This is an optimization exercise on Yosys and OpenROAD, whose aim is a short achievable clock period and few clock cycles per item, not a production implementation. Where RTL was checked, it was by simulation tests only, not by an equivalence proof against the original. For runs 2 to 6, only the layout was checked, not whether the RTL still works. No activity file was given, so power comes from the tool's default toggle rates.

--- constraint.sdc ---
create_clock -name core_clock -period 4.0 [get_ports {clk}]
set_input_delay 0.8000 -clock core_clock [delete_from_list [all_inputs] [get_ports {clk}]]
set_output_delay 0.8000 -clock core_clock [all_outputs]
set_load 0.01 [all_outputs]
--- config.mk ---
export PLATFORM = sky130hd
export DESIGN_NAME = cpu
export DESIGN_NICKNAME = cpu
export VERILOG_FILES = /design/flow/design.v
export SDC_FILE = /design/flow/constraint.sdc
export NUM_CORES = 4
export LEC_CHECK = 0
export CAP_MARGIN = 20
export CORE_MARGIN = 2
export CORE_UTILIZATION = 40
export PLACE_DENSITY = 0.6
export SLEW_MARGIN = 20
--- design.v ---
module cpu (
   prog_addr, mem_control, equal, mem_addr, mem_data_in, request_rom,
   request_ram,
   clk, rst, opcode, ab_select, op_addr, mem_data_out
   );
input clk, rst;
input [3:0] opcode;
input ab_select;
input [7:0] op_addr;
input [7:0] mem_data_out;
output reg [11:0] prog_addr;
output reg mem_control;
output reg equal;
output reg [11:0] mem_addr;
output reg [7:0] mem_data_in;
output reg request_rom, request_ram;
localparam Env_pos_ROM    = 3'b000;
localparam Espera_ROM     = 3'b001;
localparam Leer_datos     = 3'b010;
localparam Load_o_Store   = 3'b011;
localparam Espera_RAM     = 3'b100;
localparam Registro       = 3'b101;  
localparam Operaciones    = 3'b110;  
localparam fin            = 3'b111;
localparam store = 4'b0100;
localparam load  = 4'b0011;
localparam add   = 4'b1001;
localparam sub   = 4'b1010;
localparam and_  = 4'b0010;
localparam or_   = 4'b0001;
localparam equal_op = 4'b0101;
reg [7:0] a, b, next_a, next_b;
reg [3:0] state, next_state;
reg [3:0] opcode_reg, next_opcode_reg;
reg ab_select_reg, next_ab_select_reg;
reg [7:0] op_addr_reg, next_op_addr_reg;
reg next_mem_control, next_request_rom, next_request_ram;
reg [11:0] next_mem_addr;
reg [7:0] next_mem_data_in;
reg next_equal;
always @(posedge clk) begin
    if (!rst) begin  
        state <= Env_pos_ROM;
        prog_addr <= 12'b0;
        mem_control <= 0;
        mem_addr <= 12'b0;
        mem_data_in <= 8'b0;
        equal <= 0;
        a <= 8'b0;
        b <= 8'b0;
        request_rom <= 0;
        request_ram <= 0;
        opcode_reg <= 4'b0;
        ab_select_reg <= 0;
        op_addr_reg <= 8'b0;
    end else begin  
        state <= next_state;
        a <= next_a;
        b <= next_b;
        mem_control <= next_mem_control;
        mem_addr <= next_mem_addr;
        mem_data_in <= next_mem_data_in;
        request_rom <= next_request_rom;
        request_ram <= next_request_ram;
        opcode_reg <= next_opcode_reg;
        ab_select_reg <= next_ab_select_reg;
        op_addr_reg <= next_op_addr_reg;
        equal <= next_equal;
        if (next_state == Env_pos_ROM) begin
            prog_addr <= prog_addr + 1;
        end
    end
end
always @(*) begin
    next_state = state;
    next_a = a;
    next_b = b;
    next_mem_control = 0;
    next_mem_addr = 12'b0;
    next_mem_data_in = 8'b0;
    next_request_rom = 0;  
    next_request_ram = 0; 
    next_opcode_reg = opcode_reg;
    next_ab_select_reg = ab_select_reg;
    next_op_addr_reg = op_addr_reg;
    next_equal = equal;
    case (state)
        Env_pos_ROM: begin
            next_request_rom = 1;   
            next_state = Espera_ROM;
            next_equal = 0;
        end
        Espera_ROM: begin
            next_state = Leer_datos;
        end
        Leer_datos: begin
            next_opcode_reg = opcode;  
            next_ab_select_reg = ab_select;  
            next_op_addr_reg = op_addr;  
            case (opcode)
                store: begin
                    next_state = Load_o_Store;  
                end
                load: begin
                    next_state = Load_o_Store;  
                end
                default: begin
                    next_state = Operaciones;  
                end
            endcase
        end
        Load_o_Store: begin
            next_request_ram = 1;   
            next_mem_addr = op_addr_reg;  
            case (opcode_reg)
                load: begin 
                    next_mem_control = 1;  
                    next_state = Espera_RAM;
                end
                store: begin
                    next_mem_control = 0;   
                    if (ab_select_reg) begin
                        next_mem_data_in = b;  
                    end else begin
                        next_mem_data_in = a;  
                    end
                    next_state = Espera_RAM;
                end
            endcase
        end
        Espera_RAM: begin
            next_mem_control = mem_control;   
            next_mem_addr = mem_addr;         
            next_mem_data_in = mem_data_in;   
            case (opcode_reg)
                load: begin  
                    next_state = Registro;
                end
                store: begin
                    next_state = Env_pos_ROM;
                end
            endcase
        end
        Registro: begin
            if (ab_select_reg) begin  
                next_b = mem_data_out;  
            end else begin
                next_a = mem_data_out;  
            end
            next_state = Env_pos_ROM;
        end
        Operaciones: begin
            case (opcode_reg)
                add: begin  
                    if (ab_select_reg) begin
                        next_b = a + b;  
                    end else begin
                        next_a = a + b;  
                    end
                    next_state = Env_pos_ROM;
                end
                sub: begin  
                    if (ab_select_reg) begin
                        next_b = a - b;  
                    end else begin
                        next_a = a - b;  
                    end
                    next_state = Env_pos_ROM;
                end
                and_: begin  
                    if (ab_select_reg) begin
                        next_b = a & b;
                    end else begin
                        next_a = a & b;
                    end
                    next_state = Env_pos_ROM;
                end
                or_: begin  
                    if (ab_select_reg) begin
                        next_b = a | b;
                    end else begin
                        next_a = a | b;
                    end
                    next_state = Env_pos_ROM;
                end
                equal_op: begin  
                    next_a = b;
                    next_equal = 1;
                    next_state = fin;
                end
                default: begin
                    next_state = Env_pos_ROM;
                end
            endcase
        end
        fin: begin 
            next_equal = 1;  
        end
        default: begin
            next_state = Env_pos_ROM;
        end
    endcase
end
endmodule
--- run.sh ---
#!/bin/bash
# synth_recipe.tcl (not shown) runs the flow's synth.tcl, then flattens the netlist and writes it again
# the make line also repeats each setting of config.mk as NAME=value (left out here)
make -C /OpenROAD-flow-scripts/flow DESIGN_CONFIG=/design/flow/config.mk WORK_HOME=/design/flow/orfs CLKGATE_MAP_FILE= SYNTH_SCRIPT=/design/flow/synth_recipe.tcl finish
==> summary.md, run 1 <==
| Metric | Value |
|---|---|
| Max Fanout on Critical Path | 17 |
| VDD IR max | 0.176 mV |
| Mapped Cells | 480 |
| IO buf count | 54 |
| Clock power share | 0.428 |
| Final Hold Fails | 0 |
| Final instance area | 4790 um^2 |
| Primary FF master, synth | dfxtp_1 |
| Die X | 104 um |
| Met2 Resource Use GR | 0.297 |
| RSZ-0062 raised after global routing | no |
| Final Critical Period | 3.00 ns |
| Antenna cells | 0 |
| Setup crit end kind | register |
| Post-synth cell types | 64 |
| Leak pwr | 1.68 nW |
| Min-Delay Path Class | register to register |
| Starting density of the core | 0.410 |
| Slew headroom | 0.363 |
| Post-synth EDFFs | 0 |
| Post-place setup slack | 0.868 ns |
| Reg area | 1300 um^2 |
| Total grt overflow | 0 |
| Fill count | 991 |
| First-pass DRT Iterations | 5 |
| Root Driver | clkbuf_8 |
| IO Pins | 59 |
| Pwr dens | 277 nW/um^2 |
| Initial DRC Count | 163 |
| Fmax | 334 MHz |
| Cell Chain, Critical Path | and4bb_1 > o21ai_4 > nor2_1 > a32oi_1 > nor3b_2 > xor2_1 > and2_1 |
| Post-route ant nets | 0 |
| Max Cap Viol | 0 |
| Initial antenna violation count | 0 |
| First-pass GRT wire length | 17,200 um |
| Post-CTS sizing | 0 |
| Share of cells above drive strength 1 | 0.0640 |
| Core area | 9730 um^2 |
| Worst-Margin Slew | 0.956 ns |
| Max clock buf depth | 2 |
| Post-CTS setup buffers | 0 |
| Largest Register | prog_addr |
| DR WL/cell | 15.3 um |
| Worst clock skew | 0.0137 ns |
| Total detailed-routing wirelength | 10,200 um |
| TritonCTS buffer count | 9 |
| Worst setup margin | 1.00 ns |
| Clk pin slew, worst setup/hold paths | 0.08 ns |
| Synthesized flop and latch total | 65 |
| Net switching power | 0.335 mW |
| Top cell type's share of synthesized area | 0.326 |
| Die span in y | 104 um |
| Max FFs per register | 12 |
| Final Wtd Congestion | 0.904 |
| Mean post-synth cell area | 8.31 um^2 |
| Cell Area, Synth | 3990 um^2 |
| Via-to-Cell Ratio | 5.36 |
| Worst Setup Start Kind | register |
| Delay-heaviest family, CP | simple AND/OR/NAND/NOR gates |
| Largest net degree at the start of global routing | 53 |
| Nets@finish | 575 |
| Worst path max stage delay | 0.77 ns |
| Async SR Flop Fraction | 0 |
| Final worst-path cycle share | 0.749 |
| Worst skew pair latency | 0.35 ns |
| Layout area overhead | 20.1% |
| Fin. max-slew vios | 0 |
| CP Data Arrival Time | 3.25 ns |
| Leading area contributor after synthesis | dfxtp_1 |
| Critical path type | register to register |
| Grt peak-use layer | met2 |
| Vias in the first global route | 3,482 |
| Combinational power share | 0.069 |
| Post-placement cell area | 4600 um^2 |
| P_int | 0.992 mW |
| Met1 Track Usage GR | 0.275 |
| Synth warnings | 1 |
| DRC Markers | 0 |
| Multi-input gate area | 2470 um^2 |
| Final TNS setup | 0 ns |
| DP Wirelength | 7220 um |
| Flop pwr share | 0.503 |
| All-Layer GR Usage | 0.195 |
| Vias | 3,561 |
| CTS Hold Bufs | 0 |
| Area contributors post-synth | dfxtp_1 (33%), ha_1 (7.5%), nand2_1 (6.3%), o21ai_0 (4.0%), xnor2_1 (3.7%) |
| Worst EP required | 4.25 ns |
| Setup violators final | 0 |
| H-tree depth | 3 |
| Die ar. | 10,800 um^2 |
| CTS Sinks | 65 |
| Seq/Total Area, Yosys | 0.326 |
| Sw Ratio | 0.252 |
| Worst Path Buf+Inv | 0 |
| Met3 Track Usage GR | 0.0332 |
| Status | finished clean |
| CP max stage cell | dfxtp_1 |
| Design Power | 1.33 mW |
| CTS tree | yes |
| Worst hold slack | 0.453 ns |
| Cell row count | 36 |
[layout make-up]
| cell class | count | share of cell area |
|---|---|---|
| flip-flops and latches | 65 | 0.272 |
| repair buffers | 58 | 0.119 |
| inverters | 23 | 0.0180 |
| well taps | 133 | 0.0347 |
| multi-input cells | 369 | 0.516 |
| clock buffers | 10 | 0.0266 |
| clock inverters | 6 | 0.0138 |
[power by group through the flow]
stage | sequential, mW | clock, mW | combinational, mW
global route | 0.669 | 0.618 | 0.101
finish | 0.667 | 0.568 | 0.0920
floorplan | 0.678 | 0 | 0.0539
detailed placement | 0.682 | 0 | 0.0922
CTS | 0.667 | 0.580 | 0.0925
global placement | 0.682 | 0 | 0.0903
[cells in the final DEF, fill, tap and decap left out, drive strengths merged, types with 3 or more instances in the layout]
cell,netlist,layout
nand2b,7,7
mux2i,10,10
o21ai,35,35
xnor2,17,17
xor2,3,3
nand3,17,17
a21boi,14,14
o211ai,3,3
clkinv,0,4
a2111oi,3,3
o22ai,5,5
conb,1,5
nand2,67,67
nand4,4,4
a21o,5,5
o31ai,8,8
ha,24,24
nor2b,7,7
nor3,7,7
a221oi,4,4
clkbuf,16,10
inv,23,24
nand3b,5,5
dfxtp,65,65
or3b,4,4
or2,3,3
a21oi,18,18
nor2,29,29
o21bai,3,3
and2,16,16
a31oi,6,6
nor3b,3,3
o221ai,4,4
a22o,8,8
and3,4,4
buf,11,4
clkdlybuf4s50,0,54
[final timing paths]
kind | start | endpoint | slack (ns) | cells past startpoint
min reg2reg | mem_data_in[6] | mem_data_in[6] | 0.45 | 2
max reg2reg | opcode_reg[3] | prog_addr[0] | 1.00 | 7
max | opcode_reg[3] | prog_addr[0] | 1.00 | 7
min | mem_data_in[6] | mem_data_in[6] | 0.45 | 2
[Yosys cell counts (all sizes together), types with 6 or more instances]
master / count
a21boi: 14
a21oi: 18
a22o: 8
a31oi: 6
and2: 16
buf: 11
clkbuf: 16
dfxtp: 65
ha: 24
inv: 23
mux2i: 10
nand2: 67
nand2b: 7
nand3: 17
nor2: 29
nor2b: 7
nor3: 7
o21ai: 35
o31ai: 8
xnor2: 17
[cell families (layout without fill, tap and decap cells)]
kind of cell,Yosys count,after routing,synth area share
AND/OR/NAND/NOR,180,180,0.233
AO/OA/AOI/OAI,128,128,0.228
flip-flops,65,65,0.326
buffers and inverters,50,97,0.0577
adder cells (fa/ha/maj),26,26,0.0853
XOR/XNOR,20,20,0.0439
multiplexers,10,10,0.0251
other,1,5,0.000940
[per-layer routing]
layer	vias to the layer above	share of wire
li1	1774	-
met1	1670	0.49
met2	92	0.44
met3	25	0.045
met4	0	0.022
met5	-	0
[worst min-delay path: cells and delay by family, from the launching register on]
family / cells / cell delay, ns
flops: 1 / 0.32
compound gates: 1 / 0.05
simple gates: 1 / 0.04
[stage by stage]
| stage | utilization | std cells |
|---|---|---|
| final | 0.492 | 664 |
| after global routing | 0.492 | 664 |
| after CTS | 0.492 | 664 |
| after detailed placement | 0.472 | 648 |
| after global placement | 0.472 | 648 |
| after floorplan | - | 484 |
Testbench counts, summed over its fixed seeds: cycles 290,972, instructions 58,115.
==> run 2: changes to the inputs <==
==> design.v (replaced) <==
module cpu (
   prog_addr, mem_control, equal, mem_addr, mem_data_in, request_rom,
   request_ram,
   clk, rst, opcode, ab_select, op_addr, mem_data_out
   );
input clk, rst;
input [3:0] opcode;
input ab_select;
input [7:0] op_addr;
input [7:0] mem_data_out;
output reg [11:0] prog_addr;
output reg mem_control;
output reg equal;
output reg [11:0] mem_addr;
output reg [7:0] mem_data_in;
output reg request_rom, request_ram;
localparam store = 4'b0100;
localparam load  = 4'b0011;
localparam add   = 4'b1001;
localparam sub   = 4'b1010;
localparam and_  = 4'b0010;
localparam or_   = 4'b0001;
localparam equal_op = 4'b0101;
reg [7:0] a, b;
reg ir_alu, ir_sel, ir_arith, ir_f1;
reg ld1, ld1_sel, ld2, ld2_sel;
reg st_pend, st_sel;
wire dv     = !equal && !st_pend;
wire is_ld  = (opcode == load);
wire is_st  = (opcode == store);
wire is_alu = (opcode == add) || (opcode == sub) || (opcode == and_) || (opcode == or_);
wire is_eq  = (opcode == equal_op);
wire hazard = dv && is_st && ld1 && (ld1_sel == ab_select);
wire [7:0] a_eff = (ld2 && !ld2_sel) ? mem_data_out : a;
wire [7:0] b_eff = (ld2 &&  ld2_sel) ? mem_data_out : b;
reg [7:0] res;
always @(*) begin
    case ({ir_arith, ir_f1})
        2'b10: res = a_eff + b_eff;
        2'b11: res = a_eff - b_eff;
        2'b01: res = a_eff & b_eff;
        default: res = a_eff | b_eff;
    endcase
end
wire [7:0] a_next = (ir_alu && !ir_sel) ? res : a_eff;
wire [7:0] b_next = (ir_alu &&  ir_sel) ? res : b_eff;
wire st_r = st_pend ? st_sel : ab_select;
always @(posedge clk) begin
    mem_addr    <= st_pend ? mem_addr : {4'b0, op_addr};
    mem_data_in <= st_r ? b_next : a_next;
    mem_control <= !st_pend && is_ld;
    ld1_sel <= ab_select;
    ld2_sel <= ld1_sel;
    ir_sel  <= ab_select;
    ir_arith <= opcode[3];
    ir_f1    <= opcode[1];
    st_sel   <= ab_select;
    if (!rst) begin
        prog_addr   <= 12'b0;
        request_rom <= 1'b1;
        request_ram <= 1'b0;
        equal <= 1'b0;
        a <= 8'b0;
        b <= 8'b0;
        ir_alu <= 1'b0;
        ld1 <= 1'b0;
        ld2 <= 1'b0;
        st_pend <= 1'b0;
    end else begin
        prog_addr   <= hazard ? prog_addr : prog_addr + 12'd1;
        request_rom <= 1'b1;
        request_ram <= (dv && (is_ld || (is_st && !hazard))) || st_pend;
        equal <= equal || (dv && is_eq);
        a <= a_next;
        b <= b_next;
        ir_alu <= dv && is_alu;
        ld1 <= dv && is_ld;
        ld2 <= ld1;
        st_pend <= hazard;
    end
end
endmodule
--- a/config.mk
+++ b/config.mk
@@ -5,8 +5,11 @@
 export SDC_FILE = /design/flow/constraint.sdc
 export NUM_CORES = 4
 export LEC_CHECK = 0
+export ABC_CLOCK_PERIOD_IN_PS = 1500
 export CAP_MARGIN = 20
 export CORE_MARGIN = 2
 export CORE_UTILIZATION = 40
 export PLACE_DENSITY = 0.6
+export SETUP_SLACK_MARGIN = 2.4
 export SLEW_MARGIN = 20
+export TNS_END_PERCENT = 100
==> run 2 against run 1 <==
- die area shrank 17%
- non-clock buffer count grew 47
- final cell count shrank 13%
- core utilization grew 10 points
- synthesized cell count shrank 20%
- clock power shrank about 40%
- critical path type is now input port to register
- hold slack gained 0.033 ns
- fmax grew 1.6%
- largest cell class unchanged
- sequential share of layout area shrank 1.0 points
- wire length shrank 4.8%
==> summary.md, run 2 <==
| Metric | Value |
|---|---|
| Worst skew pair latency | 0.32 ns |
| Initial antenna violation count | 0 |
| DRC Markers | 0 |
| Synthesized flop and latch total | 55 |
| Met1 Track Usage GR | 0.296 |
| Mapped Cells | 383 |
| Met2 Resource Use GR | 0.350 |
| Status | finished clean |
| Final Wtd Congestion | 0.901 |
| Post-route ant nets | 0 |
| CTS Hold Bufs | 0 |
| Root Driver | clkbuf_8 |
| Fill count | 719 |
| First-pass DRT Iterations | 6 |
| Via-to-Cell Ratio | 5.60 |
| Worst clock skew | 0.00891 ns |
| Antenna cells | 0 |
| Largest Register | prog_addr |
| Min-Delay Path Class | register to register |
| Cell row count | 32 |
| TritonCTS buffer count | 5 |
| Total grt overflow | 0 |
| Final Hold Fails | 0 |
| Primary FF master, synth | dfxtp_1 |
| H-tree depth | 2 |
| Cell Area, Synth | 3270 um^2 |
| Grt peak-use layer | met2 |
| Die ar. | 8920 um^2 |
| Multi-input gate area | 2250 um^2 |
| R2r setup slk | 1.05 ns |
| Area contributors post-synth | dfxtp_1 (29%), edfxtp_1 (7.3%), nor2_1 (5.3%), mux2i_1 (4.9%), nand2_1 (4.2%) |
| CTS Sinks | 55 |
| RSZ-0062 raised after global routing | yes |
| Max Fanout on Critical Path | 5 |
| Setup crit end kind | register |
| Async SR Flop Fraction | 0 |
| Top cells by count, synth | dfxtp_1 (47), nor2_1 (46), nand2_1 (37) |
| CTS tree | yes |
| IO Pins | 59 |
| Met3 Track Usage GR | 0.0423 |
| Seq/Total Area, Yosys | 0.361 |
| First-pass GRT wire length | 15,100 um |
| Total detailed-routing wirelength | 9680 um |
| Worst-Margin Slew | 0.608 ns |
| IO buf count | 53 |
| Worst Setup Start Kind | input port |
| Max FFs per register | 12 |
| Share of cells above drive strength 1 | 0.397 |
| VDD IR max | 0.183 mV |
| Most frequent cells in the layout | nor2_1 (43), buf_4 (43), nand2_1 (32) |
| Max clock buf depth | 2 |
| Nets@finish | 509 |
| DR WL/cell | 16.7 um |
| Leak pwr | 1.97 nW |
| Setup violators final | 0 |
| Synth warnings | 1 |
| Final worst-path cycle share | 0.737 |
| Clk pin slew, worst setup/hold paths | 0.11 ns |
| Final instance area | 4650 um^2 |
| Vias in the first global route | 2,993 |
| Slew headroom | 0.594 |
| Post-placement cell area | 4030 um^2 |
| Pwr dens | 302 nW/um^2 |
| CP Data Arrival Time | 3.19 ns |
| Max Cap Viol | 0 |
| Fin. max-slew vios | 0 |
| Starting density of the core | 0.417 |
| Leading area contributor after synthesis | dfxtp_1 |
| Initial DRC Count | 207 |
| Vias | 3,234 |
| Count leader, synth | dfxtp_1 |
| Die X | 94.5 um |
| Final TNS setup | 0 ns |
| Top cell type's share of synthesized area | 0.287 |
| DP Wirelength | 6330 um |
| All-Layer GR Usage | 0.217 |
| Reg area | 1220 um^2 |
| Worst EP required | 4.24 ns |
| Final Critical Period | 2.95 ns |
| Layout area overhead | 42.2% |
| Largest net degree at the start of global routing | 28 |
| Finished Core Util | 0.593 |
| Fmax | 339 MHz |
| Core area | 7850 um^2 |
| Post-synth EDFFs | 8 |
| Placed cell count | 527 |
| Critical path type | input port to register |
| Post-synth cell types | 58 |
| Number of non-filler instances in the completed layout | 578 |
| Mean post-synth cell area | 8.55 um^2 |
| Die span in y | 94.5 um |
-- run 2: final cells by class --
type / instances / area share
clock buffer: 5 / 0.0148
timing repair buffer: 105 / 0.191
clock inverter: 3 / 0.00591
tap: 102 / 0.0274
sequential: 55 / 0.261
multi-input combinational: 292 / 0.483
inverter: 16 / 0.0167
-- run 2: what timing repair did --
action | CTS | global route
endpoints found under the setup margin | 72 | 60
setup buffers | 31 | 12
resized for setup | 223 | 42
pin swaps | 29 | 27
-- run 2: through the flow --
step	hold WS [ns]	power, mW	setup slack, ns
global placement	0.473	0.969	0.369
global route	0.531	1.47	0.973
floorplan	0.326	0.863	1.06
detailed placement	0.489	0.974	0.339
finish	0.486	1.41	1.05
CTS	0.500	1.34	1.10
-- run 2: report_power, final --
group / internal (mW) / total [mW] / switching (mW)
Clock: 0.130 / 0.338 / 0.207
Combinational: 0.229 / 0.469 / 0.240
Sequential: 0.583 / 0.599 / 0.0156
Total: 0.943 / 1.41 / 0.463
-- run 2: final timing paths --
kind,startpoint,to,cells past startpoint
setup / recovery,mem_data_out[3],a[7],11
hold / removal,ld1,ld2,1
setup reg to reg,ld2,a[7],13
hold reg to reg,ld1,ld2,1
-- run 2: per-layer routing --
metal  share of wire  vias up  wire [um]
li1                -     1548          -
met1            0.44     1522       4230
met2            0.47      146       4540
met3           0.076       18        738
met4           0.018        0        175
met5               0        -          0
-- run 2: kinds of logic after synthesis --
logic type	count (synthesis)	synth area share
and+or+nand+nor	131	0.186
adders and majority gates	18	0.0661
xor gates and xnor gates	22	0.0589
buffers and inverters	39	0.0577
muxes	26	0.0852
DFF	55	0.361
other	2	0.00229
AOI/OAI and AO/OA	90	0.183
-- run 2: critical path, cell delays in order --
cell and delay (ns):
clkdlybuf4s15_1 0.25, o31ai_4 0.31, nand3_1 0.15, nand2_1 0.12, xnor2_1 0.08, ha_2 0.22, or4_4 0.50, o22ai_4 0.15
xor2_2 0.21, xnor2_1 0.13, a311oi_1 0.26
==> run 3: changes to the inputs <==
==> design.v (replaced) <==
module cpu (
   prog_addr, mem_control, equal, mem_addr, mem_data_in, request_rom,
   request_ram,
   clk, rst, opcode, ab_select, op_addr, mem_data_out
   );
input clk, rst;
input [3:0] opcode;
input ab_select;
input [7:0] op_addr;
input [7:0] mem_data_out;
output reg [11:0] prog_addr;
output reg mem_control;
output reg equal;
output reg [11:0] mem_addr;
output reg [7:0] mem_data_in;
output reg request_rom, request_ram;
localparam store = 4'b0100;
localparam load  = 4'b0011;
localparam add   = 4'b1001;
localparam sub   = 4'b1010;
localparam and_  = 4'b0010;
localparam or_   = 4'b0001;
localparam equal_op = 4'b0101;
reg [3:0] a_lo, a_hi, b_lo, b_hi;
reg s1_alu, s1_ld, s1_sel, s1_arith, s1_f1;
reg s2_alu, s2_ld, s2_sel, s2_arith, s2_f1, s2_c;
reg st_pend, st_sel;
wire dv     = !equal && !st_pend;
wire is_ld  = (opcode == load);
wire is_st  = (opcode == store);
wire is_alu = (opcode == add) || (opcode == sub) || (opcode == and_) || (opcode == or_);
wire is_eq  = (opcode == equal_op);
wire hazard = dv && is_st && (s1_ld || s1_alu) && (s1_sel == ab_select);
wire [3:0] a_lo_eff = (s2_ld && !s2_sel) ? mem_data_out[3:0] : a_lo;
wire [3:0] b_lo_eff = (s2_ld &&  s2_sel) ? mem_data_out[3:0] : b_lo;
wire [4:0] sum_lo = {1'b0, a_lo_eff} + {1'b0, b_lo_eff};
wire [4:0] dif_lo = {1'b0, a_lo_eff} + {1'b0, ~b_lo_eff} + 5'd1;
reg  [3:0] r_lo;
always @(*) begin
    case ({s1_arith, s1_f1})
        2'b10: r_lo = sum_lo[3:0];
        2'b11: r_lo = dif_lo[3:0];
        2'b01: r_lo = a_lo_eff & b_lo_eff;
        default: r_lo = a_lo_eff | b_lo_eff;
    endcase
end
wire c_lo = s1_f1 ? dif_lo[4] : sum_lo[4];
wire [3:0] a_lo_next = (s1_alu && !s1_sel) ? r_lo : a_lo_eff;
wire [3:0] b_lo_next = (s1_alu &&  s1_sel) ? r_lo : b_lo_eff;
wire [3:0] sum_hi = a_hi + b_hi + {3'b0, s2_c};
wire [3:0] dif_hi = a_hi + ~b_hi + {3'b0, s2_c};
reg  [3:0] r_hi;
always @(*) begin
    case ({s2_arith, s2_f1})
        2'b10: r_hi = sum_hi;
        2'b11: r_hi = dif_hi;
        2'b01: r_hi = a_hi & b_hi;
        default: r_hi = a_hi | b_hi;
    endcase
    if (s2_ld) r_hi = mem_data_out[7:4];
end
wire s2_w = s2_alu || s2_ld;
wire [3:0] a_hi_next = (s2_w && !s2_sel) ? r_hi : a_hi;
wire [3:0] b_hi_next = (s2_w &&  s2_sel) ? r_hi : b_hi;
wire st_r = st_pend ? st_sel : ab_select;
always @(posedge clk) begin
    mem_addr    <= st_pend ? mem_addr : {4'b0, op_addr};
    mem_data_in <= st_r ? {b_hi_next, b_lo_next} : {a_hi_next, a_lo_next};
    mem_control <= !st_pend && is_ld;
    s1_sel   <= ab_select;
    s1_arith <= opcode[3];
    s1_f1    <= opcode[1];
    s2_sel   <= s1_sel;
    s2_arith <= s1_arith;
    s2_f1    <= s1_f1;
    s2_c     <= c_lo;
    st_sel   <= ab_select;
    if (!rst) begin
        prog_addr   <= 12'b0;
        request_rom <= 1'b1;
        request_ram <= 1'b0;
        equal <= 1'b0;
        a_lo <= 4'b0;
        a_hi <= 4'b0;
        b_lo <= 4'b0;
        b_hi <= 4'b0;
        s1_alu <= 1'b0;
        s1_ld  <= 1'b0;
        s2_alu <= 1'b0;
        s2_ld  <= 1'b0;
        st_pend <= 1'b0;
    end else begin
        prog_addr   <= hazard ? prog_addr : prog_addr + 12'd1;
        request_rom <= 1'b1;
        request_ram <= (dv && (is_ld || (is_st && !hazard))) || st_pend;
        equal <= equal || (dv && is_eq);
        a_lo <= a_lo_next;
        a_hi <= a_hi_next;
        b_lo <= b_lo_next;
        b_hi <= b_hi_next;
        s1_alu <= dv && is_alu;
        s1_ld  <= dv && is_ld;
        s2_alu <= s1_alu;
        s2_ld  <= s1_ld;
        st_pend <= hazard;
    end
end
endmodule
==> run 3 against run 2 <==
- still clean on timing, DRC and antenna
- total power rose by 5.7%
- clock power rose by 72%
- clock skew fell by 0.0011 ns
- critical path type is now register to register
==> summary.md, run 3 <==
| Metric | Value |
|---|---|
| IO Pins | 59 |
| Slew headroom | 0.462 |
| Top cells by count, synth | dfxtp_1 (51), nor2_1 (40), inv_1 (32) |
| Final Hold Fails | 0 |
| Setup crit end kind | register |
| Initial antenna violation count | 0 |
| Die ar. | 9370 um^2 |
| DP Wirelength | 5730 um |
| Primary FF master, synth | dfxtp_1 |
| First-pass GRT wire length | 14,300 um |
| CTS Hold Bufs | 0 |
| TritonCTS buffer count | 9 |
| Synth warnings | 1 |
| Core area | 8300 um^2 |
| Seq/Total Area, Yosys | 0.366 |
| Worst EP required | 4.26 ns |
| RSZ-0062 raised after global routing | yes |
| VDD IR max | 0.224 mV |
| Share of cells above drive strength 1 | 0.420 |
| H-tree depth | 3 |
| Worst skew pair latency | 0.33 ns |
| Largest net degree at the start of global routing | 29 |
| Via-to-Cell Ratio | 5.12 |
| Setup violators final | 0 |
| Largest registers | prog_addr x12, mem_addr x8, mem_data_in x8 |
| Area contributors post-synth | dfxtp_1 (30%), ha_1 (8.4%), edfxtp_1 (7.0%), nor2_1 (4.4%), a21oi_1 (4.1%) |
| Max FFs per register | 12 |
| Vias in the first global route | 2,945 |
| Status | finished clean |
| IO buf count | 53 |
| Leak pwr | 2.14 nW |
| Top cell type's share of synthesized area | 0.296 |
| CTS tree | yes |
| CP Data Arrival Time | 2.88 ns |
| Total grt overflow | 0 |
| Final TNS setup | 0 ns |
| Initial DRC Count | 91 |
| Antenna cells | 0 |
| Max Cap Viol | 0 |
| Synthesized flop and latch total | 59 |
| Fmax | 382 MHz |
| All-Layer GR Usage | 0.188 |
| Cell Area, Synth | 3440 um^2 |
| Final worst-path cycle share | 0.655 |
| Critical path type | register to register |
| Worst Setup Start Kind | register |
| Starting density of the core | 0.415 |
| Post-synth EDFFs | 8 |
| Worst-Margin Slew | 0.805 ns |
| First-pass DRT Iterations | 4 |
| Most frequent cells in the layout | buf_4 (41), nor2_1 (39), buf_6 (27) |
| Clk pin slew, worst setup/hold paths | 0.06 ns |
| Nets@finish | 533 |
| Commonest non-fill, non-tap cell in the layout | buf_4 |
| DRC Markers | 0 |
| Min-Delay Path Class | register to register |
| Worst clock skew | 0.00782 ns |
| Leading area contributor after synthesis | dfxtp_1 |
| Layout area overhead | 45.6% |
| Die span in y | 96.8 um |
| Root Driver | clkbuf_8 |
| Mean post-synth cell area | 8.99 um^2 |
| Fin. max-slew vios | 0 |
| Async SR Flop Fraction | 0 |
| CTS Sinks | 59 |
| Total detailed-routing wirelength | 8680 um |
| Final Wtd Congestion | 0.778 |
| Vias | 3,028 |
| Max Fanout on Critical Path | 4 |
| Design Power | 1.49 mW |
| DR WL/cell | 14.7 um |
| Largest Register | prog_addr |
| Max clock buf depth | 2 |
| Post-route ant nets | 0 |
| Count leader, synth | dfxtp_1 |
| Die X | 96.8 um |
| Final Critical Period | 2.62 ns |
| Post-synth cell types | 64 |
| Pwr dens | 296 nW/um^2 |
| Mapped Cells | 383 |
| Cell row count | 33 |
run 3: cell types whose count changed after synthesis, sizes merged, moves of 5 or more:
cell / previous run / this run
fa: 1 / 6
inv: 14 / 34
xor2: 9 / 2
nor2: 46 / 40
nand2: 38 / 30
mux2i: 17 / 12
maj3: 7 / 0
mux2: 9 / 4
nor2b: 2 / 12
and2: 4 / 9
ha: 10 / 23
o21ai: 20 / 12
run 3: path summary, 6_finish.rpt:
path	start	endpoint	slack, ns	depth (start not counted)
hold / removal	s1_ld	s2_ld	0.48	1
hold reg to reg	s1_ld	s2_ld	0.48	1
setup / recovery	s2_ld	mem_data_in[1]	1.38	10
setup reg to reg	s2_ld	mem_data_in[1]	1.38	10
run 3: area by class of cell:
type | count | area (um^2)
Fill cell | 716 | 3290
Tap cell | 105 | 131
Multi-Input combinational cell | 273 | 2300
Clock buffer | 9 | 124
Inverter | 34 | 154
Clock inverter | 7 | 82.6
Sequential cell | 59 | 1320
Timing Repair Buffer | 104 | 907
run 3: layer usage:
layer  part of all wire  GRT usage  vias to the layer above
li1                   -          -                     1511
met1               0.45      0.236                     1455
met2               0.50      0.321                       53
met3              0.033     0.0383                        9
met4              0.015     0.0618                        0
met5                  0          0                        -
run 3: logic make-up (layout without fill, tap and decap cells):
kind of cell | after synthesis | in the layout | synth area share
and+or+nand+nor | 129 | 129 | 0.199
AOI/OAI and AO/OA | 81 | 81 | 0.155
DFF | 59 | 59 | 0.366
buffers and inverters | 54 | 154 | 0.0690
adders and majority gates | 29 | 29 | 0.118
muxes | 18 | 18 | 0.0621
xor gates and xnor gates | 11 | 11 | 0.0280
other | 2 | 5 | 0.00218
run 3: per-stage QoR:
stage / cells / hold slack (ns) / worst slack (ns) / area [um^2] / utilization
final: 591 / 0.485 / 1.38 / 5010 / 0.604
after global routing: 591 / 0.494 / 1.31 / 5010 / 0.604
after CTS: 578 / 0.486 / 1.40 / 4760 / 0.573
after detailed placement: 525 / 0.470 / 0.659 / 4180 / 0.504
after global placement: 525 / 0.464 / 0.737 / 4180 / 0.504
after floorplan: 386 / 0.329 / 1.40 / 3630 / -
run 3: critical path, stage by stage (launching register included):
cell	delay (ns)
dfxtp_4	0.37
nor2b_1	0.13
buf_4	0.15
mux2_4	0.34
ha_4	0.17
inv_2	0.06
fa_2	0.42
mux4_2	0.54
a22oi_2	0.17
o22ai_1	0.09
a21oi_1	0.12
run 3: report_power, final:
group / internal, mW / switching [mW] / total (mW) / leakage, nW
clock: 0.342 / 0.239 / 0.581 / 0.0994
combinational: 0.137 / 0.123 / 0.259 / 1.52
sequential: 0.621 / 0.0251 / 0.646 / 0.515
run 3: what timing repair did:
item	CTS	global route
pin swaps	25	29
gates resized for setup	220	44
setup endpoints to repair	73	63
buffers inserted	37	13
==> run 4: changes to the inputs <==
==> design.v (replaced) <==
module cpu (
   prog_addr, mem_control, equal, mem_addr, mem_data_in, request_rom,
   request_ram,
   clk, rst, opcode, ab_select, op_addr, mem_data_out
   );
input clk, rst;
input [3:0] opcode;
input ab_select;
input [7:0] op_addr;
input [7:0] mem_data_out;
output reg [11:0] prog_addr;
output reg mem_control;
output reg equal;
output reg [11:0] mem_addr;
output reg [7:0] mem_data_in;
output reg request_rom, request_ram;
localparam store = 4'b0100;
localparam load  = 4'b0011;
localparam add   = 4'b1001;
localparam sub   = 4'b1010;
localparam and_  = 4'b0010;
localparam or_   = 4'b0001;
localparam equal_op = 4'b0101;
localparam L = 3;        
localparam H = 8 - L;    
reg [L-1:0] a_lo, b_lo;
reg [H-1:0] a_hi, b_hi;
reg s1_w, s1_sel;                
reg s1_wa, s1_wb;                
reg s1_arith, s1_sub, s1_and, s1_or;
reg s2_wa, s2_wb;                
reg s2_la, s2_lb;                
reg s2_arith, s2_sub, s2_and, s2_or, s2_c;
reg st_pend, st_sel;
wire dv     = !equal && !st_pend;
wire is_ld  = (opcode == load);
wire is_st  = (opcode == store);
wire is_alu = (opcode == add) || (opcode == sub) || (opcode == and_) || (opcode == or_);
wire is_eq  = (opcode == equal_op);
wire hazard = dv && is_st && s1_w && (s1_sel == ab_select);
wire [L-1:0] a_lo_eff = s2_la ? mem_data_out[L-1:0] : a_lo;
wire [L-1:0] b_lo_eff = s2_lb ? mem_data_out[L-1:0] : b_lo;
wire [L-1:0] y_lo = b_lo_eff ^ {L{s1_sub}};
wire [L:0] sum_lo = {1'b0, a_lo_eff} + {1'b0, y_lo} + {{L{1'b0}}, s1_sub};
wire [L-1:0] r_lo = s1_arith ? sum_lo[L-1:0] :
                    s1_and   ? (a_lo_eff & b_lo_eff) : (a_lo_eff | b_lo_eff);
wire [L-1:0] a_lo_next = s1_wa ? r_lo : a_lo_eff;
wire [L-1:0] b_lo_next = s1_wb ? r_lo : b_lo_eff;
wire [H-1:0] y_hi = b_hi ^ {H{s2_sub}};
wire [H-1:0] sum_hi = a_hi + y_hi + {{(H-1){1'b0}}, s2_c};
wire [H-1:0] r_hi = s2_arith ? sum_hi :
                    s2_and   ? (a_hi & b_hi) : (a_hi | b_hi);
wire [H-1:0] a_hi_next = s2_la ? mem_data_out[7:L] : s2_wa ? r_hi : a_hi;
wire [H-1:0] b_hi_next = s2_lb ? mem_data_out[7:L] : s2_wb ? r_hi : b_hi;
wire st_r = st_pend ? st_sel : ab_select;
always @(posedge clk) begin
    mem_addr    <= st_pend ? mem_addr : {4'b0, op_addr};
    mem_data_in <= st_r ? {b_hi_next, b_lo_eff} : {a_hi_next, a_lo_eff};
    mem_control <= !st_pend && is_ld;
    s1_sel   <= ab_select;
    s1_arith <= opcode[3];
    s1_sub   <= opcode[3] && opcode[1];
    s1_and   <= opcode[1];
    s1_or    <= !opcode[3] && !opcode[1];
    s2_arith <= s1_arith;
    s2_sub   <= s1_sub;
    s2_and   <= s1_and;
    s2_or    <= s1_or;
    s2_c     <= sum_lo[L];
    st_sel   <= ab_select;
    if (!rst) begin
        prog_addr   <= 12'b0;
        request_rom <= 1'b1;
        request_ram <= 1'b0;
        equal <= 1'b0;
        a_lo <= 0;
        a_hi <= 0;
        b_lo <= 0;
        b_hi <= 0;
        s1_w  <= 1'b0;
        s1_wa <= 1'b0;
        s1_wb <= 1'b0;
        s2_wa <= 1'b0;
        s2_wb <= 1'b0;
        s2_la <= 1'b0;
        s2_lb <= 1'b0;
        st_pend <= 1'b0;
    end else begin
        prog_addr   <= hazard ? prog_addr : prog_addr + 12'd1;
        request_rom <= 1'b1;
        request_ram <= (dv && (is_ld || (is_st && !hazard))) || st_pend;
        equal <= equal || (dv && is_eq);
        a_lo <= a_lo_next;
        a_hi <= a_hi_next;
        b_lo <= b_lo_next;
        b_hi <= b_hi_next;
        s1_w  <= dv && (is_alu || is_ld);
        s1_wa <= dv && is_alu && !ab_select;
        s1_wb <= dv && is_alu &&  ab_select;
        s2_wa <= s1_wa;
        s2_wb <= s1_wb;
        s2_la <= s1_w && !s1_wa && !s1_wb && !s1_sel;
        s2_lb <= s1_w && !s1_wa && !s1_wb &&  s1_sel;
        st_pend <= hazard;
    end
end
endmodule
==> run 4 against run 3 <==
- still clean
- register-to-register slack improved by 0.49 ns
- clock-buffer cell count is 2 higher
- flip-flop and latch count rose by 4
- critical path type unchanged
- largest power group unchanged
==> summary.md, run 4 <==
| Metric | Value |
|---|---|
| Status | finished clean |
| Layout area overhead | 45.4% |
| Flop pwr share | 0.452 |
| Cell Chain, Critical Path | xor2_1 > fa_2 > fa_2 > a21o_1 > a21oi_2 > xnor2_2 > o211ai_1 > o221ai_1 |
| Met2 WL | 3600 um |
| Root Driver | clkbuf_8 |
| Count leader, synth | dfxtp_1 |
| Top cells by count, synth | dfxtp_1 (55), nor2_1 (40), a21oi_1 (19) |
| Commonest non-fill, non-tap cell in the layout | nor2_1 |
| TritonCTS buffer count | 9 |
| P_int | 1.14 mW |
| Antenna cells | 0 |
| Worst path max stage delay | 0.37 ns |
| Cell Area, Synth | 3000 um^2 |
| Post-placement cell area | 3600 um^2 |
| Final TNS setup | 0 ns |
| Net switching power | 0.372 mW |
| Area contributors post-synth | dfxtp_1 (37%), edfxtp_1 (8.0%), nor2_1 (5.0%), mux2i_1 (4.7%), xnor2_1 (3.8%) |
| Mean post-synth cell area | 9.69 um^2 |
| Delay-heaviest family, CP | adder cells |
| First-pass DRT Iterations | 4 |
| Total detailed-routing wirelength | 7170 um |
| CP max stage cell | fa_2 |
| Post-synth EDFFs | 8 |
| Most frequent cells in the layout | nor2_1 (40), buf_4 (37), dfxtp_1 (36) |
| DP Wirelength | 4430 um |
| Die ar. | 8220 um^2 |
| Max Cap Viol | 0 |
| Primary FF master, synth | dfxtp_1 |
| Vias in the first global route | 2,513 |
| Largest net degree at the start of global routing | 19 |
| Synthesized flop and latch total | 63 |
| Synth warnings | 1 |
| Fin. max-slew vios | 0 |
| Met1 wire length | 3270 um |
| Slew headroom | 0.481 |
| VDD IR max | 0.217 mV |
| Placed cell count | 445 |
| Initial DRC Count | 124 |
| Worst Setup Start Kind | register |
| CTS Sinks | 63 |
| Final Critical Period | 2.13 ns |
| All-Layer GR Usage | 0.180 |
| Leading area contributor after synthesis | dfxtp_1 |
| Cell row count | 31 |
| Fill count | 629 |
| Worst-Margin Slew | 0.756 ns |
| Clock power share | 0.405 |
| Mapped Cells | 310 |
| Share of cells above drive strength 1 | 0.413 |
| Post-synth cell types | 56 |
| CTS tree | yes |
| Fmax | 470 MHz |
| Worst skew pair latency | 0.34 ns |
| Vias | 2,517 |
| IO buf count | 53 |
| Min-Delay Path Class | register to register |
| IO Pins | 59 |
| Final Hold Fails | 0 |
| Top sig layer | met4 |
| Combinational power share | 0.142 |
| Top cell type's share of synthesized area | 0.367 |
| Post-route ant nets | 0 |
| Async SR Flop Fraction | 0 |
| Leak pwr | 1.78 nW |
| Seq/Total Area, Yosys | 0.446 |
| Die span in y | 90.7 um |
| Worst clock skew | 0.00867 ns |
| H-tree depth | 3 |
| Sw Ratio | 0.245 |
| CP Data Arrival Time | 2.34 ns |
| Worst Path Buf+Inv | 0 |
| Cell mode on critical path | fa_2 |
| Largest registers | prog_addr x12, mem_addr x8, mem_data_in x8 |
| Nets@finish | 427 |
| Worst EP required | 4.21 ns |
| Max FFs per register | 12 |
| Total grt overflow | 0 |
| DRC Markers | 0 |
| Final worst-path cycle share | 0.532 |
| CTS Hold Bufs | 0 |
| DR WL/cell | 14.4 um |
| Setup crit end kind | register |
| RSZ-0062 raised after global routing | yes |
| Number of non-filler instances in the completed layout | 499 |
| Via-to-Cell Ratio | 5.04 |
| Pwr dens | 347 nW/um^2 |
| Max clock buf depth | 2 |
| Clk pin slew, worst setup/hold paths | 0.07 ns |
| Met3 wire len | 263 um |
| Core area | 7250 um^2 |
| Die X | 90.7 um |
| Final Wtd Congestion | 0.779 |
| Largest Register | prog_addr |
| Max Fanout on Critical Path | 3 |
| Setup violators final | 0 |
| Critical path type | register to register |
| Starting density of the core | 0.414 |
| Final instance area | 4370 um^2 |
| Initial antenna violation count | 0 |
| First-pass GRT wire length | 11,900 um |
## run 4: area by class of cell
class | instances | area, um^2 | share of cell area
multi-input cells | 215 | 1780 | 0.408
inverters | 14 | 56.3 | 0.0129
clock buffers | 11 | 141 | 0.0324
well taps | 99 | 124 | 0.0284
repair buffers | 92 | 797 | 0.182
clock inverters | 5 | 81.3 | 0.0186
flip-flops and latches | 63 | 1390 | 0.317
## run 4: path summary, 6_finish.rpt
| kind | from | to | slack, ns | depth (start not counted) |
|---|---|---|---|---|
| setup / recovery | s2_sub | mem_data_in[7] | 1.87 | 8 |
| hold / removal | s1_and | s2_and | 0.43 | 0 |
| setup reg to reg | s2_sub | mem_data_in[7] | 1.87 | 8 |
| hold reg to reg | s1_and | s2_and | 0.43 | 0 |
## run 4: power by group through the flow
stage | sequential, mW | combinational, mW | clock [mW]
after floorplan | 0.700 | 0.106 | 0
after global placement | 0.705 | 0.164 | 0
after detailed placement | 0.705 | 0.167 | 0
after CTS | 0.685 | 0.204 | 0.630
after global routing | 0.688 | 0.234 | 0.659
final | 0.685 | 0.216 | 0.614
## run 4: metrics by stage
| stage | power, mW | hold WS [ns] | util | worst slack [ns] |
|---|---|---|---|---|
| 2_1_floorplan | 0.806 | 0.374 | - | 1.90 |
| 3_5_place_dp | 0.871 | 0.420 | 0.496 | 1.26 |
| 6_report | 1.51 | 0.430 | 0.602 | 1.87 |
| 5_1_grt | 1.58 | 0.445 | 0.602 | 1.78 |
| 3_3_place_gp | 0.869 | 0.416 | 0.496 | 1.34 |
| 4_1_cts | 1.52 | 0.425 | 0.580 | 1.85 |
## run 4: per-layer routing
metal | track usage | up-vias
met5 | 0 | -
met4 | 0.0500 | 0
met1 | 0.224 | 1206
li1 | - | 1247
met2 | 0.305 | 58
met3 | 0.0476 | 6
## run 4: what timing repair did
item,4_1_cts,5_1_grt
setup buffers,29,9
pin swaps,19,15
setup endpoints to repair,76,60
resized for setup,232,24
cloned,0,0
## run 4: cells by family (layout without fill, tap and decap cells)
group	after synthesis	after routing	synth area share
mux	18	18	0.0625
compound gates	63	63	0.143
other cells	2	5	0.00250
flops	63	63	0.446
xor+xnor	25	25	0.0754
buf+inv	35	122	0.0616
simple gates	93	93	0.156
fa+ha+maj	11	11	0.0525
==> run 5: changes to the inputs <==
--- a/design.v
+++ b/design.v
@@ -21,7 +21,7 @@
 localparam and_  = 4'b0010;
 localparam or_   = 4'b0001;
 localparam equal_op = 4'b0101;
-localparam L = 3;        
+localparam L = 4;        
 localparam H = 8 - L;    
 reg [L-1:0] a_lo, b_lo;
 reg [H-1:0] a_hi, b_hi;
==> run 5 against run 4 <==
- clock-buffer cell count shrank 1
- combinational power grew 12%
- hold slack better by 0.029 ns
- core utilization is 1.7 points higher
- area after synthesis is 0.62% lower
- wire length grew 3.8%
- fmax increased by 4.8%
- via count grew 2.1%
- final cell count rose by 2.2%
- flip-flop and latch count did not move
- sequential power is essentially flat
==> summary.md, run 5 <==
| Metric | Value |
|---|---|
| Critical Path Start | b_hi[0] |
| Nets@finish | 438 |
| Number of non-filler instances in the completed layout | 510 |
| CTS Hold Bufs | 0 |
| Synth warnings | 1 |
| Largest net degree at the start of global routing | 30 |
| DP Wirelength | 4540 um |
| Final Critical Period | 2.03 ns |
| Cell mode on critical path | fa_2 |
| First-pass GRT wire length | 12,300 um |
| Fin. max-slew vios | 0 |
| Max Cap Viol | 0 |
| Most frequent cells in the layout | buf_4 (45), nor2_1 (42), dfxtp_1 (35) |
| RSZ-0062 raised after global routing | yes |
| Reg2reg end | mem_data_in[5] |
| All-Layer GR Usage | 0.188 |
| Worst path max stage delay | 0.55 ns |
| Placed cell count | 445 |
| Synthesized flop and latch total | 63 |
| IO buf count | 53 |
| Layout area overhead | 50.5% |
| Setup violators final | 0 |
| CTS tree | yes |
| Max FFs per register | 12 |
| Fill count | 586 |
| Top cell type's share of synthesized area | 0.369 |
| CP Data Arrival Time | 2.29 ns |
| CP Capture Point | mem_data_in[5] |
| Final Hold Fails | 0 |
| Post-synth EDFFs | 8 |
| Multi-input gate area | 1870 um^2 |
| Initial DRC Count | 144 |
| Worst Path Buf+Inv | 1 |
| Mean post-synth cell area | 9.60 um^2 |
| Post-synth cell types | 54 |
| CTS Sinks | 63 |
| Cell row count | 31 |
| Die X | 90.4 um |
| Largest registers | prog_addr x12, mem_addr x8, mem_data_in x8 |
| Worst Setup Start Kind | register |
| Worst-Margin Slew | 0.570 ns |
| Starting density of the core | 0.412 |
| Critical Path Stages | 9 |
| Die span in y | 90.4 um |
| Final TNS setup | 0 ns |
| CP max stage cell | fa_2 |
| Largest Register | prog_addr |
| Final Wtd Congestion | 0.802 |
| Share of cells above drive strength 1 | 0.460 |
| Total grt overflow | 0 |
| Die ar. | 8170 um^2 |
| Root Driver | clkbuf_8 |
| Setup crit end kind | register |
| Mapped Cells | 311 |
| Pwr dens | 325 nW/um^2 |
| Met3 Track Usage GR | 0.0317 |
| H-tree depth | 3 |
| Met2 Resource Use GR | 0.304 |
| VDD IR max | 0.216 mV |
| Final worst-path cycle share | 0.508 |
| TritonCTS buffer count | 9 |
| Critical path type | register to register |
| Leading area contributor after synthesis | dfxtp_1 |
| Fmax | 492 MHz |
| Leak pwr | 1.86 nW |
| Slew headroom | 0.612 |
| Status | finished clean |
| IO Pins | 59 |
| Count leader, synth | dfxtp_1 |
| Antenna cells | 0 |
| Primary FF master, synth | dfxtp_1 |
| Met1 Track Usage GR | 0.247 |
| Top cells by count, synth | dfxtp_1 (55), nor2_1 (42), a21oi_1 (24) |
| Worst skew pair latency | 0.33 ns |
| Delay-heaviest family, CP | adder cells |
| Commonest non-fill, non-tap cell in the layout | buf_4 |
| Async SR Flop Fraction | 0 |
| Worst EP required | 4.26 ns |
| Via-to-Cell Ratio | 5.04 |
| Cell Area, Synth | 2990 um^2 |
| Max clock buf depth | 2 |
| R2r setup slk | 1.97 ns |
| Area contributors post-synth | dfxtp_1 (37%), edfxtp_1 (8.0%), nor2_1 (5.3%), mux2i_1 (5.0%), a21oi_1 (4.0%) |
| Vias | 2,570 |
| Worst R2R Path Depth | 9 |
| Cell Chain, Critical Path | xnor2_2 > fa_2 > inv_2 > fa_2 > nand2_1 > o31a_1 > a211oi_2 > a21oi_2 > mux2i_1 |
| Seq/Total Area, Yosys | 0.449 |
| First-pass DRT Iterations | 6 |
| Initial antenna violation count | 0 |
| DR WL/cell | 14.6 um |
| Reg area | 1390 um^2 |
| Min-Delay Path Class | register to register |
| Post-route ant nets | 0 |
| Worst clock skew | 0.00604 ns |
| Max Fanout on Critical Path | 2 |
| Total detailed-routing wirelength | 7440 um |
| Core area | 7250 um^2 |
| Reg2reg start | b_hi[0] |
| Vias in the first global route | 2,533 |
| Grt peak-use layer | met2 |
| Clk pin slew, worst setup/hold paths | 0.07 ns |
| DRC Markers | 0 |
[run 5: cell count changes in the layout (fill, tap and decap cells not counted), sizes merged, moves of 3 or more]
cell    previous run  this run
buf               78        88
xnor2             14        10
nand2             19         9
nand3b             1         4
a21oi             19        25
a311oi             7         3
a21o               3         7
o21ai              8         3
[run 5: cell families after synthesis]
kind of cell | count (synthesis) | synth area share
simple gates | 93 | 0.157
compound gates | 67 | 0.154
flops | 63 | 0.449
buf+inv | 34 | 0.0507
xor+xnor | 23 | 0.0721
mux | 18 | 0.0624
fa+ha+maj | 11 | 0.0520
other cells | 2 | 0.00252
[run 5: tightest hold or removal path: stages (launching register included)]
cell	delay, ns
dfxtp_1	0.31
nand2_1	0.07
nor4_1	0.04
[run 5: metrics by stage]
stage	utilization	hold WS (ns)	setup slack (ns)	cell area, um^2	total power, mW
5_1_grt	0.619	0.468	1.87	4490	1.53
2_1_floorplan	-	0.341	1.86	3210	0.827
3_5_place_dp	0.513	0.458	1.16	3720	0.895
3_3_place_gp	0.513	0.454	1.22	3720	0.892
6_report	0.619	0.458	1.97	4490	1.46
4_1_cts	0.593	0.444	1.97	4300	1.46
[run 5: what timing repair did]
action / CTS / global route
gates resized for setup: 239 / 29
buffers inserted: 43 / 6
setup endpoints to repair: 77 / 58
gates cloned: 0 / 0
pin swaps: 30 / 30
[run 5: how the worst min path moves through the flow]
stage / slack, ns / start / end / depth (start not counted)
floorplan: 0.34 / s1_arith / s2_arith / 0
global placement: 0.45 / s1_w / s2_la / 2
detailed placement: 0.46 / s1_w / s2_la / 2
CTS: 0.44 / s1_sub / s2_sub / 0
global route: 0.47 / s1_sub / s2_sub / 0
finish: 0.46 / s1_w / s2_la / 2
[run 5: final cells by class]
class                   count  area share
well taps                  99      0.0276
multi-input cells         217       0.416
clock buffers              10      0.0284
repair buffers            102       0.193
flip-flops and latches     63       0.309
clock inverters             6      0.0136
inverters                  13      0.0120
[run 5: per-layer routing]
metal,part of all wire,routed length (um),vias up
met5,0,0,-
met4,0.014,104,0
met3,0.033,242,8
met2,0.48,3570,61
met1,0.47,3520,1222
li1,-,-,1279
[run 5: report_power, final]
part	total (mW)	internal (mW)	leakage [nW]	switching, mW
logic	0.242	0.129	1.22	0.113
registers	0.687	0.662	0.545	0.0252
clock network	0.530	0.286	0.0960	0.245
==> run 6: changes to the inputs <==
--- a/design.v
+++ b/design.v
@@ -23,14 +23,44 @@
 localparam equal_op = 4'b0101;
 localparam L = 4;        
 localparam H = 8 - L;    
+function [8:0] slice;    
+    input [7:0] x, y;
+    input cin, arith, sb, an;
+    input integer w;
+    reg [7:0] yy, p, g, t;
+    reg [8:0] c;
+    reg prod;
+    integer i, j, k;
+    begin
+        yy = y ^ {8{sb}};
+        p = x ^ yy;
+        g = x & yy & {8{arith}};
+        t = arith ? p : (an ? (x & y) : (x | y));
+        c = 9'b0;
+        c[0] = cin;
+        for (i = 1; i <= 8; i = i + 1) begin
+            prod = cin;
+            for (j = 0; j < 8; j = j + 1)
+                if (j < i) prod = prod & p[j];
+            c[i] = prod;
+            for (k = 0; k < 8; k = k + 1) begin
+                if (k < i) begin
+                    prod = g[k];
+                    for (j = 0; j < 8; j = j + 1)
+                        if (j > k && j < i) prod = prod & p[j];
+                    c[i] = c[i] | prod;
+                end
+            end
+        end
+        slice = 9'b0;
+        slice[7:0] = t ^ c[7:0];
+        slice[8] = c[w];
+    end
+endfunction
 reg [L-1:0] a_lo, b_lo;
 reg [H-1:0] a_hi, b_hi;
-reg s1_w, s1_sel;                
-reg s1_wa, s1_wb;                
-reg s1_arith, s1_sub, s1_and, s1_or;
-reg s2_wa, s2_wb;                
-reg s2_la, s2_lb;                
-reg s2_arith, s2_sub, s2_and, s2_or, s2_c;
+reg s1_w, s1_sel, s1_wa, s1_wb, s1_arith, s1_sub, s1_and;
+reg s2_wa, s2_wb, s2_la, s2_lb, s2_arith, s2_sub, s2_and, s2_c;
 reg st_pend, st_sel;
 wire dv     = !equal && !st_pend;
 wire is_ld  = (opcode == load);
@@ -40,33 +70,30 @@
 wire hazard = dv && is_st && s1_w && (s1_sel == ab_select);
 wire [L-1:0] a_lo_eff = s2_la ? mem_data_out[L-1:0] : a_lo;
 wire [L-1:0] b_lo_eff = s2_lb ? mem_data_out[L-1:0] : b_lo;
-wire [L-1:0] y_lo = b_lo_eff ^ {L{s1_sub}};
-wire [L:0] sum_lo = {1'b0, a_lo_eff} + {1'b0, y_lo} + {{L{1'b0}}, s1_sub};
-wire [L-1:0] r_lo = s1_arith ? sum_lo[L-1:0] :
-                    s1_and   ? (a_lo_eff & b_lo_eff) : (a_lo_eff | b_lo_eff);
+wire [8:0] lo = slice({{H{1'b0}}, a_lo_eff}, {{H{1'b0}}, b_lo_eff}, s1_sub, s1_arith, s1_sub, s1_and, L);
+wire [L-1:0] r_lo = lo[L-1:0];
 wire [L-1:0] a_lo_next = s1_wa ? r_lo : a_lo_eff;
 wire [L-1:0] b_lo_next = s1_wb ? r_lo : b_lo_eff;
-wire [H-1:0] y_hi = b_hi ^ {H{s2_sub}};
-wire [H-1:0] sum_hi = a_hi + y_hi + {{(H-1){1'b0}}, s2_c};
-wire [H-1:0] r_hi = s2_arith ? sum_hi :
-                    s2_and   ? (a_hi & b_hi) : (a_hi | b_hi);
+wire [8:0] hi = slice({{L{1'b0}}, a_hi}, {{L{1'b0}}, b_hi}, s2_c, s2_arith, s2_sub, s2_and, H);
+wire [H-1:0] r_hi = hi[H-1:0];
 wire [H-1:0] a_hi_next = s2_la ? mem_data_out[7:L] : s2_wa ? r_hi : a_hi;
 wire [H-1:0] b_hi_next = s2_lb ? mem_data_out[7:L] : s2_wb ? r_hi : b_hi;
 wire st_r = st_pend ? st_sel : ab_select;
+wire st_w  = st_r ? s2_wb : s2_wa;
+wire st_l  = st_r ? s2_lb : s2_la;
+wire [H-1:0] st_hi_old = st_l ? mem_data_out[7:L] : (st_r ? b_hi : a_hi);
 always @(posedge clk) begin
     mem_addr    <= st_pend ? mem_addr : {4'b0, op_addr};
-    mem_data_in <= st_r ? {b_hi_next, b_lo_eff} : {a_hi_next, a_lo_eff};
+    mem_data_in <= {st_w ? r_hi : st_hi_old, st_r ? b_lo_eff : a_lo_eff};
     mem_control <= !st_pend && is_ld;
     s1_sel   <= ab_select;
     s1_arith <= opcode[3];
     s1_sub   <= opcode[3] && opcode[1];
     s1_and   <= opcode[1];
-    s1_or    <= !opcode[3] && !opcode[1];
     s2_arith <= s1_arith;
     s2_sub   <= s1_sub;
     s2_and   <= s1_and;
-    s2_or    <= s1_or;
-    s2_c     <= sum_lo[L];
+    s2_c     <= lo[8];
     st_sel   <= ab_select;
     if (!rst) begin
         prog_addr   <= 12'b0;
==> run 6 against run 5 <==
- clock skew is 0.0012 ns higher
- sequential power is 0.6% higher
- global-route usage is 1.0 points higher
- total power is 6.0% higher
- register-to-register slack better by 0.10 ns
- final cell count is 0.78% higher
- area after synthesis is 1.2% higher
- critical endpoint is now b_lo[3]
- via count is 1.1% higher
- setup slack better by 0.062 ns
- largest cell class unchanged
- clock power is 13% higher
- non-clock buffer count is 3 higher
==> summary.md, run 6 <==
| Metric | Value |
|---|---|
| Status | finished clean |
| Die span in y | 90.9 um |
| Via-to-Cell Ratio | 5.05 |
| Synthesized flop and latch total | 63 |
| Final Hold Fails | 0 |
| Max FFs per register | 12 |
| Mapped Cells | 309 |
| Cell Chain, Critical Path | clkdlybuf4s15_1 > mux2i_4 > xnor2_2 > ha_4 > a22oi_2 > xor2_1 > a21oi_1 |
| CP Data Arrival Time | 2.17 ns |
| Final TNS setup | 0 ns |
| Final worst-path cycle share | 0.492 |
| Worst Setup Start Kind | input port |
| Leak pwr | 1.90 nW |
| Max Cap Viol | 0 |
| Fin. max-slew vios | 0 |
| Vias | 2,598 |
| Seq/Total Area, Yosys | 0.444 |
| Starting density of the core | 0.414 |
| Leading area contributor after synthesis | dfxtp_1 |
| CTS tree | yes |
| Design Power | 1.55 mW |
| Count leader, synth | dfxtp_1 |
| TritonCTS buffer count | 9 |
| Synth warnings | 1 |
| IO Pins | 59 |
| First-pass DRT Iterations | 4 |
| Reg2reg start | s2_lb |
| First-pass GRT wire length | 13,000 um |
| Cell Area, Synth | 3020 um^2 |
| Vias in the first global route | 2,672 |
| Total detailed-routing wirelength | 7910 um |
| Initial antenna violation count | 0 |
| Max clock buf depth | 2 |
| Worst EP required | 4.20 ns |
| DP Wirelength | 4620 um |
| Critical path type | input port to register |
| Top cell type's share of synthesized area | 0.364 |
| Commonest non-fill, non-tap cell in the layout | buf_4 |
| Top cells by count, synth | dfxtp_1 (55), o21ai_0 (22), a21oi_1 (20) |
| DR WL/cell | 15.4 um |
| Post-route ant nets | 0 |
| Antenna cells | 0 |
| Largest Register | prog_addr |
| Setup violators final | 0 |
| Max Fanout on Critical Path | 3 |
| Core area | 7290 um^2 |
| Die X | 90.9 um |
| Total grt overflow | 0 |
| Pwr dens | 340 nW/um^2 |
| Final Wtd Congestion | 0.836 |
| Post-synth EDFFs | 8 |
| H-tree depth | 3 |
| Worst clock skew | 0.00728 ns |
| Root Driver | clkbuf_8 |
| Layout area overhead | 50.5% |
| Post-synth cell types | 49 |
| Worst path max stage delay | 0.25 ns |
| Worst Path Buf+Inv | 1 |
| CP max stage cell | clkdlybuf4s15_1 |
| Largest net degree at the start of global routing | 13 |
| Share of cells above drive strength 1 | 0.422 |
| Delay-heaviest family, CP | XOR/XNOR gates |
| Worst-Margin Slew | 0.511 ns |
| Slew headroom | 0.659 |
| CTS Sinks | 63 |
| RSZ-0062 raised after global routing | yes |
| VDD IR max | 0.194 mV |
| Initial DRC Count | 124 |
| Critical Path Start | mem_data_out[3] |
| Most frequent cells in the layout | buf_4 (46), dfxtp_1 (33), buf_6 (22) |
| Final Critical Period | 1.97 ns |
| Critical hold path startpoint | s1_w |
| Area contributors post-synth | dfxtp_1 (36%), edfxtp_1 (8.0%), xor2_1 (4.9%), xnor2_1 (4.1%), o21ai_0 (3.6%) |
| Die ar. | 8270 um^2 |
| Primary FF master, synth | dfxtp_1 |
| IO buf count | 53 |
| Worst skew pair latency | 0.34 ns |
| Min-Delay Path Class | register to register |
| Largest registers | prog_addr x12, mem_addr x8, mem_data_in x8 |
| Mean post-synth cell area | 9.78 um^2 |
| All-Layer GR Usage | 0.198 |
| Nets@finish | 441 |
| Cell row count | 31 |
| Async SR Flop Fraction | 0 |
| Fmax | 508 MHz |
| DRC Markers | 0 |
| Clk pin slew, worst setup/hold paths | 0.07 ns |
| Setup crit end kind | register |
-- run 6: changes by cell type after synthesis, moves of 5 or more --
| cell | change |
|---|---|
| nor2_1 | -23 |
| nor3_1 | -5 |
| xor2_1 | +5 |
| o22a_1 | +5 |
| mux2i_1 | -6 |
| o21ai_0 | +19 |
| a211oi_1 | -6 |
| o211ai_1 | +7 |
| a21o_1 | -6 |
-- run 6: what timing repair did --
action                     CTS  global route
pin swaps                   26            28
setup endpoints to repair   74            59
buffers inserted            39            11
hold buffers                 0             0
resized for setup          237            40
gates cloned                 1             0
-- run 6: through the flow --
stage / hold WS (ns) / setup WS (ns) / instance area, um^2 / utilization / std cells
after detailed placement: 0.458 / 1.16 / 3650 / 0.501 / 447
after CTS: 0.457 / 2.04 / 4330 / 0.594 / 503
after global placement: 0.455 / 1.22 / 3650 / 0.501 / 447
after global routing: 0.493 / 1.98 / 4550 / 0.624 / 514
after floorplan: 0.326 / 1.86 / 3110 / - / 312
final: 0.460 / 2.03 / 4550 / 0.624 / 514
-- run 6: kinds of logic after synthesis --
family | count (synthesis) | share of synthesized area
AOI/OAI and AO/OA | 79 | 0.166
other | 2 | 0.00249
DFF | 63 | 0.444
adders and majority gates | 12 | 0.0472
buffers and inverters | 34 | 0.0563
and+or+nand+nor | 75 | 0.143
xor gates and xnor gates | 31 | 0.0899
muxes | 13 | 0.0509
-- run 6: routing by layer --
layer / GRT usage / vias to the layer above / part of all wire
met2: 0.333 / 56 / 0.51
met4: 0.0896 / 0 / 0.017
met3: 0.0442 / 11 / 0.034
li1: - / 1297 / -
met5: 0 / - / 0
met1: 0.242 / 1234 / 0.44
-- run 6: layout make-up --
class | instances | area [um^2]
Sequential cell | 63 | 1390
Tap cell | 99 | 124
Timing Repair Buffer | 105 | 946
Inverter | 16 | 63.8
Multi-Input combinational cell | 215 | 1810
Clock buffer | 9 | 124
Fill cell | 624 | 2750
Clock inverter | 7 | 87.6
-- run 6: report_power, final --
| group | total, mW | switching, mW | internal (mW) |
|---|---|---|---|
| Sequential | 0.691 | 0.0266 | 0.664 |
| Combinational | 0.256 | 0.118 | 0.137 |
| Clock | 0.601 | 0.255 | 0.346 |
| Total | 1.55 | 0.400 | 1.15 |
-- run 6: path summary, 6_finish.rpt --
path              endpoint  slack, ns  depth (start not counted)
setup / recovery   b_lo[3]       2.03                          7
hold / removal       s2_la       0.46                          2
setup reg to reg   b_lo[3]       2.07                          8
hold reg to reg      s2_la       0.46                          2
-- run 6: worst reg2reg max path, cell delays in order, from the launching register on --
cell and delay (ns):
dfxtp_4 0.43, mux2i_4 0.28, xnor2_2 0.15, ha_4 0.23, a21oi_2 0.13, o21ai_2 0.08, a22o_1 0.20, xor2_1 0.20
a21oi_1 0.09

re-timing with driven ports:
In the flow no input, the clock included, has a driving cell. The finished layouts below were timed again as built, in two steps.
Step 1 sets driving cells, clkbuf_16 on the clock port and buf_2 on the other inputs (assumed; they add their load-dependent delay and slew).
Step 2 adds t to the input delays and takes it off the output delays; t is the mean of the earliest and latest rising clock arrival at the registers after step 1. Input paths then give back, and output paths get back, about the clock's delay inside the block.
a / b / c = ideal ports / drivers / drivers and shift; a / b = the first two.
run	t, ns	slack for setup (ns)	hold slack, ns	worst setup path at the end	cell pins on the clock port's net
run 1	0.371	1.003 / 1.003 / 0.827	0.453 / 0.453 / 0.453	input to register	1
run 2	0.348	1.050 / 1.054 / 0.710	0.486 / 0.486 / 0.486	input to register	1
run 3	0.360	1.380 / 1.380 / 1.041	0.485 / 0.485 / 0.485	input to register	1
run 4	0.362	1.872 / 1.872 / 1.714	0.430 / 0.430 / 0.430	input to register	1
run 5	0.357	1.970 / 1.970 / 1.683	0.458 / 0.458 / 0.458	input to register	1
run 6	0.364	2.032 / 2.033 / 1.669	0.460 / 0.460 / 0.460	input to register	1
After both steps setup and hold are still met in every run listed. The setup slack of run 6, which loses most, moves by +0.001 ns with the drivers and by -0.363 ns with both steps.
